Context: an optimization exercise on an open-source flow, tuned for small area. The choices shown serve that exercise and are no tape-out recipe. The RTL was checked by simulation tests, not by an equivalence proof against the original design. The clock port is modelled as an ideal driver; clocking choices that lean on that would not hold on a real chip. Power figures rest on the tool's default switching activity, not on a simulated workload.

==> inputs of trial 8 <==
==> flow/design.v (excerpt) <==
module AXI_FIFO(
	input wire Aclk,
	input wire Areset_n,
	input wire s_axis_tvalid,
	input wire s_axis_tlast,
	input wire [7:0] s_axis_tdata,
	input wire [1:0] s_axis_tkeep,
	output wire s_axis_tready,
	input wire m_axis_tready,
	output wire m_axis_tvalid,
	output wire m_axis_tlast,
	output wire [1:0] m_axis_tkeep,
	output wire [7:0] m_axis_tdata
);
==> module fifo_ctrl, before the edit <==
module fifo_ctrl(
	input wire [4:0] c,
	input wire s_valid,
	input wire m_ready,
	output wire s_ready,
	output wire wr_en,
	output wire [4:0] c_nxt,
	output wire [15:0] sel
);
wire rd_en, en;
fifo_nand2 g_rdy (.a(c[4]), .b(sel[15]), .y(s_ready));  
fifo_and2  g_wr  (.a(s_valid), .b(s_ready), .y(wr_en));
fifo_and2  g_rd  (.a(m_ready), .b(c[4]), .y(rd_en));
fifo_xor2  g_en  (.a(wr_en), .b(rd_en), .y(en));       
wire y0, y1n, y2, y3n, n1, t2, n3, t4;
fifo_xor2  g_y0  (.a(c[0]), .b(wr_en), .y(y0));
fifo_xnor2 g_y1  (.a(c[1]), .b(wr_en), .y(y1n));
fifo_xor2  g_y2  (.a(c[2]), .b(wr_en), .y(y2));
fifo_xnor2 g_y3  (.a(c[3]), .b(wr_en), .y(y3n));
fifo_nand2 g_n1  (.a(en), .b(y0), .y(n1));
fifo_nor2  g_t2  (.a(n1), .b(y1n), .y(t2));
fifo_nand2 g_n3  (.a(t2), .b(y2), .y(n3));
fifo_nor2  g_t4  (.a(n3), .b(y3n), .y(t4));
fifo_xor2  g_c0  (.a(c[0]), .b(en), .y(c_nxt[0]));
fifo_xnor2 g_c1  (.a(c[1]), .b(n1), .y(c_nxt[1]));
fifo_xor2  g_c2  (.a(c[2]), .b(t2), .y(c_nxt[2]));
fifo_xnor2 g_c3  (.a(c[3]), .b(n3), .y(c_nxt[3]));
fifo_xor2  g_c4  (.a(c[4]), .b(t4), .y(c_nxt[4]));
wire [3:0] ci;
wire [3:0] lo_n, hi_n;
genvar j;
generate
	for (j = 0; j < 4; j++) begin : g_inv
		fifo_inv g (.a(c[j]), .y(ci[j]));
	end
	for (j = 0; j < 4; j++) begin : g_pre
		fifo_nand2 gl (.a(j[1] ? c[1] : ci[1]), .b(j[0] ? c[0] : ci[0]), .y(lo_n[j]));
		fifo_nand2 gh (.a(j[1] ? c[3] : ci[3]), .b(j[0] ? c[2] : ci[2]), .y(hi_n[j]));
	end
	for (j = 0; j < 16; j++) begin : g_sel
		fifo_nor2 g (.a(lo_n[3 - (j % 4)]), .b(hi_n[3 - (j / 4)]), .y(sel[j]));
	end
endgenerate
endmodule
==> module fifo_mux16, before the edit <==
module fifo_mux16(input wire [15:0] d, input wire [15:0] s, output wire y);
wire [4:0] n;
wire m0, m1;
fifo_aoi222 g0 (.a(d[1:0]), .b(s[1:0]), .c(d[2]), .e(s[2]), .y(n[0]));
fifo_aoi222 g1 (.a(d[4:3]), .b(s[4:3]), .c(d[5]), .e(s[5]), .y(n[1]));
fifo_aoi222 g2 (.a(d[7:6]), .b(s[7:6]), .c(d[8]), .e(s[8]), .y(n[2]));
fifo_aoi222 g3 (.a(d[10:9]), .b(s[10:9]), .c(d[11]), .e(s[11]), .y(n[3]));
fifo_aoi222 g4 (.a(d[13:12]), .b(s[13:12]), .c(d[14]), .e(s[14]), .y(n[4]));
fifo_nand3  g5 (.a(n[2:0]), .y(m0));
fifo_nand2  g6 (.a(n[3]), .b(n[4]), .y(m1));
fifo_ao211  g7 (.a(d[15]), .b(s[15]), .c(m0), .e(m1), .y(y));
endmodule
==> module fifo_ao211, before the edit <==
module fifo_ao211(input wire a, input wire b, input wire c, input wire e, output wire y);
assign y = (a & b) | c | e;
endmodule
export LEC_CHECK = 0
export CAP_MARGIN = 20
export CORE_MARGIN = 2
export CORE_UTILIZATION = 60
export CTS_BUF_LIST = sky130_fd_sc_hd__clkbuf_4
export SLEW_MARGIN = 20
export SYNTH_HIERARCHICAL = 1
export SYNTH_MINIMUM_KEEP_SIZE = 0
create_clock -name core_clock -period 5.0 [get_ports {Aclk}]
standard.sh (not shown) runs the stock make flow with config.mk's settings and CLKGATE_MAP_FILE= SYNTH_SCRIPT=/design/flow/synth_recipe.tcl, a recipe that flattens the netlist after the stock synthesis.
==> flow/flow/run.sh <==
#!/bin/bash
set -euo pipefail
here=$(pwd)
export BUFFER_PORTS_ARGS="-buffer_cell sky130_fd_sc_hd__buf_1"
export CTS_ARGS="-sink_clustering_enable -repair_clock_nets -dont_use_dummy_load -buf_list sky130_fd_sc_hd__clkbuf_4"
export POST_CTS_TCL="$here/flow/post_cts.tcl"
export CLK_SLEW_SWAP_NS=0.115
bash standard.sh > flow_make.log 2>&1
==> flow/flow/post_cts.tcl <==
estimate_parasitics -placement
set swapped 0
foreach inst [get_cells -hierarchical *] {
  if { [get_property $inst ref_name] ne "sky130_fd_sc_hd__clkbuf_4" } { continue }
  set worst 0.0
  set out [get_pins -of_objects $inst -filter "direction == output"]
  foreach p [get_pins -of_objects [get_nets -of_objects $out] -filter "direction == input"] {
    set s [get_property $p slew_max]
    if { $s > $worst } { set worst $s }
  }
  if { $worst > $::env(CLK_SLEW_SWAP_NS) } {
    puts "post_cts: [get_full_name $inst] worst sink slew $worst ns -> clkbuf_8"
    replace_cell $inst sky130_fd_sc_hd__clkbuf_8
    incr swapped
  }
}
puts "post_cts: swapped $swapped clock buffers"
if { $swapped > 0 } {
  detailed_placement
  check_placement -verbose
  estimate_parasitics -placement
}
==> build 39: changes against trial 8 <==
--- a/flow/design.v
+++ b/flow/design.v
@@ -56,8 +56,9 @@
 	output wire [4:0] c_nxt,
 	output wire [15:0] sel
 );
-wire rd_en, en;
-fifo_nand2 g_rdy (.a(c[4]), .b(sel[15]), .y(s_ready));  
+wire z, rd_en, en;
+fifo_nor4  g_z   (.a(c[3:0]), .y(z));                  
+fifo_nand2 g_rdy (.a(c[4]), .b(z), .y(s_ready));       
 fifo_and2  g_wr  (.a(s_valid), .b(s_ready), .y(wr_en));
 fifo_and2  g_rd  (.a(m_ready), .b(c[4]), .y(rd_en));
 fifo_xor2  g_en  (.a(wr_en), .b(rd_en), .y(en));       
@@ -92,19 +93,17 @@
 endgenerate
 endmodule
 module fifo_mux16(input wire [15:0] d, input wire [15:0] s, output wire y);
-wire [4:0] n;
+wire [5:0] n;
 wire m0, m1;
 fifo_aoi222 g0 (.a(d[1:0]), .b(s[1:0]), .c(d[2]), .e(s[2]), .y(n[0]));
 fifo_aoi222 g1 (.a(d[4:3]), .b(s[4:3]), .c(d[5]), .e(s[5]), .y(n[1]));
 fifo_aoi222 g2 (.a(d[7:6]), .b(s[7:6]), .c(d[8]), .e(s[8]), .y(n[2]));
 fifo_aoi222 g3 (.a(d[10:9]), .b(s[10:9]), .c(d[11]), .e(s[11]), .y(n[3]));
 fifo_aoi222 g4 (.a(d[13:12]), .b(s[13:12]), .c(d[14]), .e(s[14]), .y(n[4]));
-fifo_nand3  g5 (.a(n[2:0]), .y(m0));
-fifo_nand2  g6 (.a(n[3]), .b(n[4]), .y(m1));
-fifo_ao211  g7 (.a(d[15]), .b(s[15]), .c(m0), .e(m1), .y(y));
-endmodule
-module fifo_ao211(input wire a, input wire b, input wire c, input wire e, output wire y);
-assign y = (a & b) | c | e;
+fifo_nand2  g5 (.a(d[15]), .b(s[15]), .y(n[5]));
+fifo_nand3  g6 (.a(n[2:0]), .y(m0));
+fifo_nand3  g7 (.a(n[5:3]), .y(m1));
+fifo_or2    g8 (.a(m0), .b(m1), .y(y));
 endmodule
 module fifo_aoi222(input wire [1:0] a, input wire [1:0] b, input wire c, input wire e, output wire y);
 assign y = !((a[0] & b[0]) | (a[1] & b[1]) | (c & e));
@@ -114,6 +113,9 @@
 endmodule
 module fifo_and2(input wire a, input wire b, output wire y);
 assign y = a & b;
+endmodule
+module fifo_or2(input wire a, input wire b, output wire y);
+assign y = a | b;
 endmodule
 module fifo_nand2(input wire a, input wire b, output wire y);
 assign y = !(a & b);
@@ -130,3 +132,6 @@
 module fifo_nand3(input wire [2:0] a, output wire y);
 assign y = !(&a);
 endmodule
+module fifo_nor4(input wire [3:0] a, output wire y);
+assign y = !(|a);
+endmodule
==> flow/flow/run.sh (replaced) <==
#!/bin/bash
set -euo pipefail
here=$(pwd)
export BUFFER_PORTS_ARGS="-buffer_cell sky130_fd_sc_hd__buf_1"
export CTS_ARGS="-sink_clustering_enable -repair_clock_nets -dont_use_dummy_load -buf_list sky130_fd_sc_hd__clkbuf_4"
export POST_CTS_TCL="$here/flow/post_cts.tcl"
export CLK_SLEW_SWAP_NS=0.105
bash standard.sh > flow_make.log 2>&1
==> notes <==
- In trial 8 the global-route usage is lower than in build 39, by 0.52 points.
- In trial 8 the synthesized area is smaller than in build 39, by 0.62%.
- Between trial 8 and build 39, the lower synthesized cell count is in trial 8 (gap 3.7%, measured against build 39).
- Sequential share of layout area: build 39 is lower than trial 8 (0.69 points).
- In trial 8 the non-clock buffer count is lower than in build 39, by 1.
- Cell count: build 39 is higher than trial 8 (about 2.6%).
- Trial 8 went through all stages and came out clean. Build 39 finished clean.
- Against build 39, the die area of trial 8 is smaller by 0.60%.
- Setup slack: build 39 is worse than trial 8 (0.020 ns).
- Of build 39 and trial 8, build 39 has the higher clock power (gap about 5%, measured against trial 8).
- First-iteration DRC count: trial 8 is lower than build 39 (2.7%).

## re-timing with driven ports
No port has a modelled driver above. Below, the same layouts with a new extraction and two added sets of constraints.
Step 1 assumes that a clkbuf_16 drives the clock port and a buf_2 every other input.
Step 2 adds t to the input delays and takes it off the output delays; t is the mean of the earliest and latest rising clock arrival at the registers after step 1. Input paths then give back, and output paths get back, about the clock's delay inside the block.
Slacks: ideal / step 1 / step 2; pairs: ideal / step 1.
| run | t (ns) | setup WS [ns] | hold slack, ns | slew at the worst register clock pin (ns) | cell pins on the clock port's net |
|---|---|---|---|---|---|
| trial 8 | 0.455 | 1.441 / 1.408 / 1.863 | 0.406 / 0.394 / 0.420 | 0.12 / 0.12 | 1 |
| build 39 | 0.463 | 1.421 / 1.384 / 1.847 | 0.419 / 0.403 / 0.431 | 0.10 / 0.10 | 1 |
After both steps setup and hold are still met in every run listed.
